Background: an optimization exercise with open tools, aiming at small area and a short achievable clock period. Do not read the settings as production practice.
At most, simulation tests tie the RTL to the original design; equivalence was not proved.

==> exp/juniper <==
==> flow/design.v <==
module badicecream(input         Clk,                 
                             Reset,               
                             frame_clk,           
                input [10:0]   DrawX, DrawY ,    
				input [15:0]   keycode,				  
               	output logic is_BI	,			 
				output logic [10:0] BI_X, BI_Y,
				input logic up_wall, down_wall , left_wall, right_wall,
				output logic [10:0] BI_X_Pos, BI_Y_Pos,
				output logic [5:0] BI_BlkX_Pos, BI_BlkY_Pos
              );
	localparam [1:0] RIGHT = 2'd0, LEFT = 2'd1, UP = 2'd2, DOWN = 2'd3;
	logic frame_clk_delayed, frame_clk_rising_edge;
	logic [2:0] per_frame_counter;    
	logic [2:0] frame_counter;        
	logic       walking;
	logic [1:0] facing;
	logic [5:0] x_hi, y_hi;
	logic [4:0] off;
	always_ff @(posedge Clk) begin
		frame_clk_delayed     <= frame_clk;
		frame_clk_rising_edge <= frame_clk & ~frame_clk_delayed;
	end
	wire kW = (keycode[7:0] == 8'd26) | (keycode[15:8] == 8'd26);
	wire kA = (keycode[7:0] == 8'd4)  | (keycode[15:8] == 8'd4);
	wire kS = (keycode[7:0] == 8'd22) | (keycode[15:8] == 8'd22);
	wire kD = (keycode[7:0] == 8'd7)  | (keycode[15:8] == 8'd7);
	wire anykey = kW | kA | kS | kD;
	logic [1:0] key_dir;
	logic       key_wall;
	always_comb begin
		if (kW)      begin key_dir = UP;    key_wall = up_wall;    end
		else if (kA) begin key_dir = LEFT;  key_wall = left_wall;  end
		else if (kS) begin key_dir = DOWN;  key_wall = down_wall;  end
		else         begin key_dir = RIGHT; key_wall = right_wall; end
	end
	wire turn = frame_clk_rising_edge & ~walking & anykey;
	wire [1:0] facing_in = turn ? key_dir : facing;
	wire off_up  = ~facing[0];
	wire [4:0] off_next = off_up ? off + 5'd1 : off - 5'd1;
	wire off_wrap = off_up ? (off == 5'd31) : (off == 5'd0);
	wire walk_end = off_up ? (off == 5'd31) : (off == 5'd1);
	wire hi_up = ~(facing[0] ^ facing[1]);
	wire [5:0] hi_cur  = facing[1] ? y_hi : x_hi;
	wire [5:0] hi_next = hi_up ? hi_cur + 6'd1 : hi_cur - 6'd1;
	always_ff @(posedge Clk) begin
		if (Reset) begin
			per_frame_counter <= 3'd0;
			frame_counter     <= 3'd0;
			x_hi              <= 6'd2;     
			y_hi              <= 6'd2;     
			off               <= 5'd0;
			walking           <= 1'b0;
			facing            <= DOWN;
		end else if (frame_clk_rising_edge) begin
			per_frame_counter <= per_frame_counter + 3'd1;
			if (per_frame_counter == 3'd7)
				frame_counter <= frame_counter[2] ? 3'd0 : frame_counter + 3'd1;
			if (!walking) begin
				if (anykey) begin
					facing  <= key_dir;
					walking <= ~key_wall;
				end
			end else begin
				off <= off_next;
				if (off_wrap) begin
					if (facing[1]) y_hi <= hi_next;
					else           x_hi <= hi_next;
				end
				if (walk_end)
					walking <= 1'b0;
			end
		end
	end
	wire [4:0] x_lo = off & {5{~facing[1]}};
	wire [4:0] y_lo = ~(off & {5{facing[1]}});
	assign BI_X_Pos = {x_hi, x_lo};
	assign BI_Y_Pos = {y_hi, y_lo};
	wire moved = |off;
	wire xadj = moved & (facing == LEFT);
	wire yadj = moved & (facing == DOWN);
	assign BI_BlkX_Pos = x_hi - {5'd0, ~xadj};
	assign BI_BlkY_Pos = y_hi - {4'd0, yadj, ~yadj};
	wire [4:0] ox = off & {5{~facing[1]}};
	wire [4:0] oy = off & {5{facing[1]}};
	wire [5:0] xl = {1'b0, DrawX[4:0]} - {1'b0, ox};
	wire [5:0] yl = {1'b0, DrawY[4:0]} + {1'b0, oy};
	wire bx = xl[5];
	wire by = yl[5];
	wire [5:0] xa = DrawX[10:5];
	wire [5:0] xb = ~x_hi;
	wire [5:0] xp = xa ^ xb;
	wire [5:0] xq = xa | xb;
	wire inX = (xp[0] == ~bx) & (xp[5:1] == xq[4:0]) & xq[5];
	wire [5:0] ya = y_hi;
	wire [5:0] yb = ~DrawY[10:5];
	wire [5:0] yp = ya ^ yb;
	wire [5:0] yq = ya | yb;
	wire [5:0] yg = ya & yb;
	wire yu = (yp[5:2] == yq[4:1]) & yq[5];
	wire hd0 = (yp[0] == ~by) & (yp[1] == yq[0]);
	wire hd1 = (yp[0] == by) & (yp[1] == yg[0]);
	wire inY = yu & (hd0 | (hd1 & yl[4]));
	wire [1:0] t54 = hd0 ? {yl[4], ~yl[4]} : 2'b00;
	wire [3:0] row = {2'b00, t54} + {1'b0, facing_in, 1'b0} + {2'b00, facing_in};
	assign is_BI = inX & inY;
	assign BI_X = is_BI ? {3'b000, frame_counter, xl[4:0]} : 11'd0;
	assign BI_Y = is_BI ? {3'b000, row, yl[3:0]} : 11'd0;
endmodule
==> flow/flow/run.sh <==
#!/bin/bash
# Standard ORFS layout, with the smallest buffer on every input and output port
# and without mapping adders to the library's half/full adder cells.
set -euo pipefail
export BUFFER_PORTS_ARGS="-buffer_cell sky130_fd_sc_hd__buf_1"
export ADDER_MAP_FILE=
bash standard.sh > standard.log 2>&1
==> flow/standard.sh <==
#!/bin/bash
# synth_recipe.tcl (not shown) runs the flow's synth.tcl, then flattens the netlist and writes it again
# the make line also repeats each setting of config.mk as NAME=value (left out here)
make -C /OpenROAD-flow-scripts/flow DESIGN_CONFIG=/design/flow/config.mk WORK_HOME=/design/flow/orfs CLKGATE_MAP_FILE= SYNTH_SCRIPT=/design/flow/synth_recipe.tcl "${@:-finish}"
==> flow/config.mk <==
export PLATFORM = sky130hd
export DESIGN_NAME = badicecream
export DESIGN_NICKNAME = badicecream
export VERILOG_FILES = /design/flow/design.v
export SDC_FILE = /design/flow/constraint.sdc
export NUM_CORES = 4
export LEC_CHECK = 0
export CAP_MARGIN = 20
export CORE_MARGIN = 2
export CORE_UTILIZATION = 70
export SETUP_SLACK_MARGIN = 2.5
export SLEW_MARGIN = 20
==> flow/constraint.sdc <==
create_clock -name core_clock -period 8.0 [get_ports {Clk}]
set_input_delay 1.6000 -clock core_clock [delete_from_list [all_inputs] [get_ports {Clk}]]
set_output_delay 1.6000 -clock core_clock [all_outputs]
set_load 0.01 [all_outputs]
==> exp/yarrow (differences from exp/juniper) <==
==> flow/flow/run.sh (replaced) <==
#!/bin/bash
# The standard ORFS layout with three changes:
#  - the smallest buffer (buf_1) on every input and output port,
#  - adders left as plain logic (no half/full adder cells),
#  - ABC maps the logic with flow/abc_map.script instead of ORFS's speed script.
# Synthesis is otherwise the standard flow's own script (synth_recipe.tcl), so registers and
# their names are those of the standard synthesis.
set -euo pipefail
here=$PWD
export BUFFER_PORTS_ARGS="-buffer_cell sky130_fd_sc_hd__buf_1"
export ADDER_MAP_FILE=
{
  head -n 1 synth_recipe.tcl
  cat <<TCL
proc abc {args} {
  set i [lsearch -exact \$args -script]
  if { \$i >= 0 } { lset args [expr {\$i + 1}] $here/flow/abc_map.script }
  yosys abc {*}\$args
}
TCL
  tail -n +2 synth_recipe.tcl
} > own_synth.tcl
sed "s#SYNTH_SCRIPT=[^ ]*#SYNTH_SCRIPT=$here/own_synth.tcl#" standard.sh > own_standard.sh
grep -q "SYNTH_SCRIPT=$here/own_synth.tcl" own_standard.sh
bash own_standard.sh > standard.log 2>&1
==> flow/flow/abc_map.script (new file) <==
strash
dch
map
topo
stime -c
buffer -c
upsize -c
dnsize -c
--- a/flow/config.mk
+++ b/flow/config.mk
@@ -9,3 +9,3 @@
 export CORE_MARGIN = 2
-export CORE_UTILIZATION = 70
+export CORE_UTILIZATION = 40
 export SETUP_SLACK_MARGIN = 2.5
==> exp/violet (differences from exp/juniper) <==
--- a/flow/design.v
+++ b/flow/design.v
@@ -83,27 +83,11 @@
 	assign BI_BlkY_Pos = y_hi - {4'd0, yadj, ~yadj};
-	wire [4:0] ox = off & {5{~facing[1]}};
-	wire [4:0] oy = off & {5{facing[1]}};
-	wire [5:0] xl = {1'b0, DrawX[4:0]} - {1'b0, ox};
-	wire [5:0] yl = {1'b0, DrawY[4:0]} + {1'b0, oy};
-	wire bx = xl[5];
-	wire by = yl[5];
-	wire [5:0] xa = DrawX[10:5];
-	wire [5:0] xb = ~x_hi;
-	wire [5:0] xp = xa ^ xb;
-	wire [5:0] xq = xa | xb;
-	wire inX = (xp[0] == ~bx) & (xp[5:1] == xq[4:0]) & xq[5];
-	wire [5:0] ya = y_hi;
-	wire [5:0] yb = ~DrawY[10:5];
-	wire [5:0] yp = ya ^ yb;
-	wire [5:0] yq = ya | yb;
-	wire [5:0] yg = ya & yb;
-	wire yu = (yp[5:2] == yq[4:1]) & yq[5];
-	wire hd0 = (yp[0] == ~by) & (yp[1] == yq[0]);
-	wire hd1 = (yp[0] == by) & (yp[1] == yg[0]);
-	wire inY = yu & (hd0 | (hd1 & yl[4]));
-	wire [1:0] t54 = hd0 ? {yl[4], ~yl[4]} : 2'b00;
-	wire [3:0] row = {2'b00, t54} + {1'b0, facing_in, 1'b0} + {2'b00, facing_in};
+	wire [11:0] dx = {1'b0, DrawX} - {1'b0, BI_X_Pos};
+	wire [11:0] dy = {1'b0, BI_Y_Pos} - {1'b0, DrawY};
+	wire inX = (dx[11:5] == 7'd0);
+	wire inY = ~dy[11] & (dy[10:0] <= 11'd47);
+	wire [5:0] t = DrawY[5:0] - BI_Y_Pos[5:0] + 6'd47;
+	wire [3:0] row = {2'b00, t[5:4]} + {1'b0, facing_in, 1'b0} + {2'b00, facing_in};
 	assign is_BI = inX & inY;
-	assign BI_X = is_BI ? {3'b000, frame_counter, xl[4:0]} : 11'd0;
-	assign BI_Y = is_BI ? {3'b000, row, yl[3:0]} : 11'd0;
+	assign BI_X = is_BI ? {3'b000, frame_counter, dx[4:0]} : 11'd0;
+	assign BI_Y = is_BI ? {3'b000, row, t[3:0]} : 11'd0;
 endmodule
==> flow/flow/run.sh (replaced) <==
#!/bin/bash
# Standard ORFS layout, with the smallest buffer on every input and output port.
set -euo pipefail
export BUFFER_PORTS_ARGS="-buffer_cell sky130_fd_sc_hd__buf_1"
bash standard.sh > standard.log 2>&1
--- a/flow/config.mk
+++ b/flow/config.mk
@@ -9,4 +9,4 @@
 export CORE_MARGIN = 2
-export CORE_UTILIZATION = 70
-export SETUP_SLACK_MARGIN = 2.5
+export CORE_UTILIZATION = 40
+export SETUP_SLACK_MARGIN = 4
 export SLEW_MARGIN = 20
==> metrics.md <==
| Metric | Value |
|---|---|
| Met2 wire len | `3450 um` |
| Placed Area | `3170 um2` |
| Status | `timing/DRC/antenna clean` |
| Fillers | `314` |
| WHS | `0.391 ns` |
| First-pass GRT wire length | `10,900 um` |
| Die X | `68.3 um` |
| CP startpoint | `keycode[7]` |
That was exp/juniper.
==> metrics.md <==
| Metric | Value |
|---|---|
| Status | `timing/DRC/antenna clean` |
| Met2 wire len | `3370 um` |
| CP startpoint | `DrawY[0]` |
| First-pass GRT wire length | `12,600 um` |
| Switch share | `0.259` |
| Placed Area | `3350 um2` |
| Die X | `90.2 um` |
| WHS | `0.385 ns` |
| Most common cell after layout, fill and taps aside | `nand2_1` |
| Area share of and/or/nand/nor cells after synthesis | `0.394` |
| Slew margin rel. | `0.553` |
| Main synth FF type | `dfxtp_1` |
| R2R Setup Slk | `5.77 ns` |
That was exp/yarrow.
==> metrics.md <==
| Metric | Value |
|---|---|
| Fillers | `782` |
| CP startpoint | `keycode[15]` |
| First-pass GRT wire length | `15,400 um` |
| Multi-input logic portion of the cell area | `0.634` |
| Met2 wire len | `4690 um` |
| Die X | `96.9 um` |
| Status | `timing/DRC/antenna clean` |
That was exp/violet.
The RTL of exp/violet was laid out without a check of its function.

## static timing again, ports no longer ideal
The results above use ideal ports. As a check the final layouts listed here were re-extracted and re-timed, cells and wires unchanged. Step 1 sets driving cells, clkbuf_16 on the clock port and buf_2 on the other inputs (assumed; they add their load-dependent delay and slew). Step 2 adds t to the input delays and takes it off the output delays; t is the mean of the earliest and latest rising clock arrival at the registers after step 1. Input paths then give back, and output paths get back, about the clock's delay inside the block. Three values: ideal ports, drivers, drivers and shift; two values: the first two.
run	t (ns)	setup WS [ns]	latest minus earliest clock arrival (ns)	cell pins on the clock port's net
exp/juniper	0.299	2.664 / 2.643 / 2.643	0.005 / 0.005	1
exp/yarrow	0.304	2.858 / 2.837 / 2.837	0.008 / 0.009	1
exp/violet	0.298	1.841 / 1.821 / 1.821	0.009 / 0.009	1
After both steps every run listed still meets setup and hold.
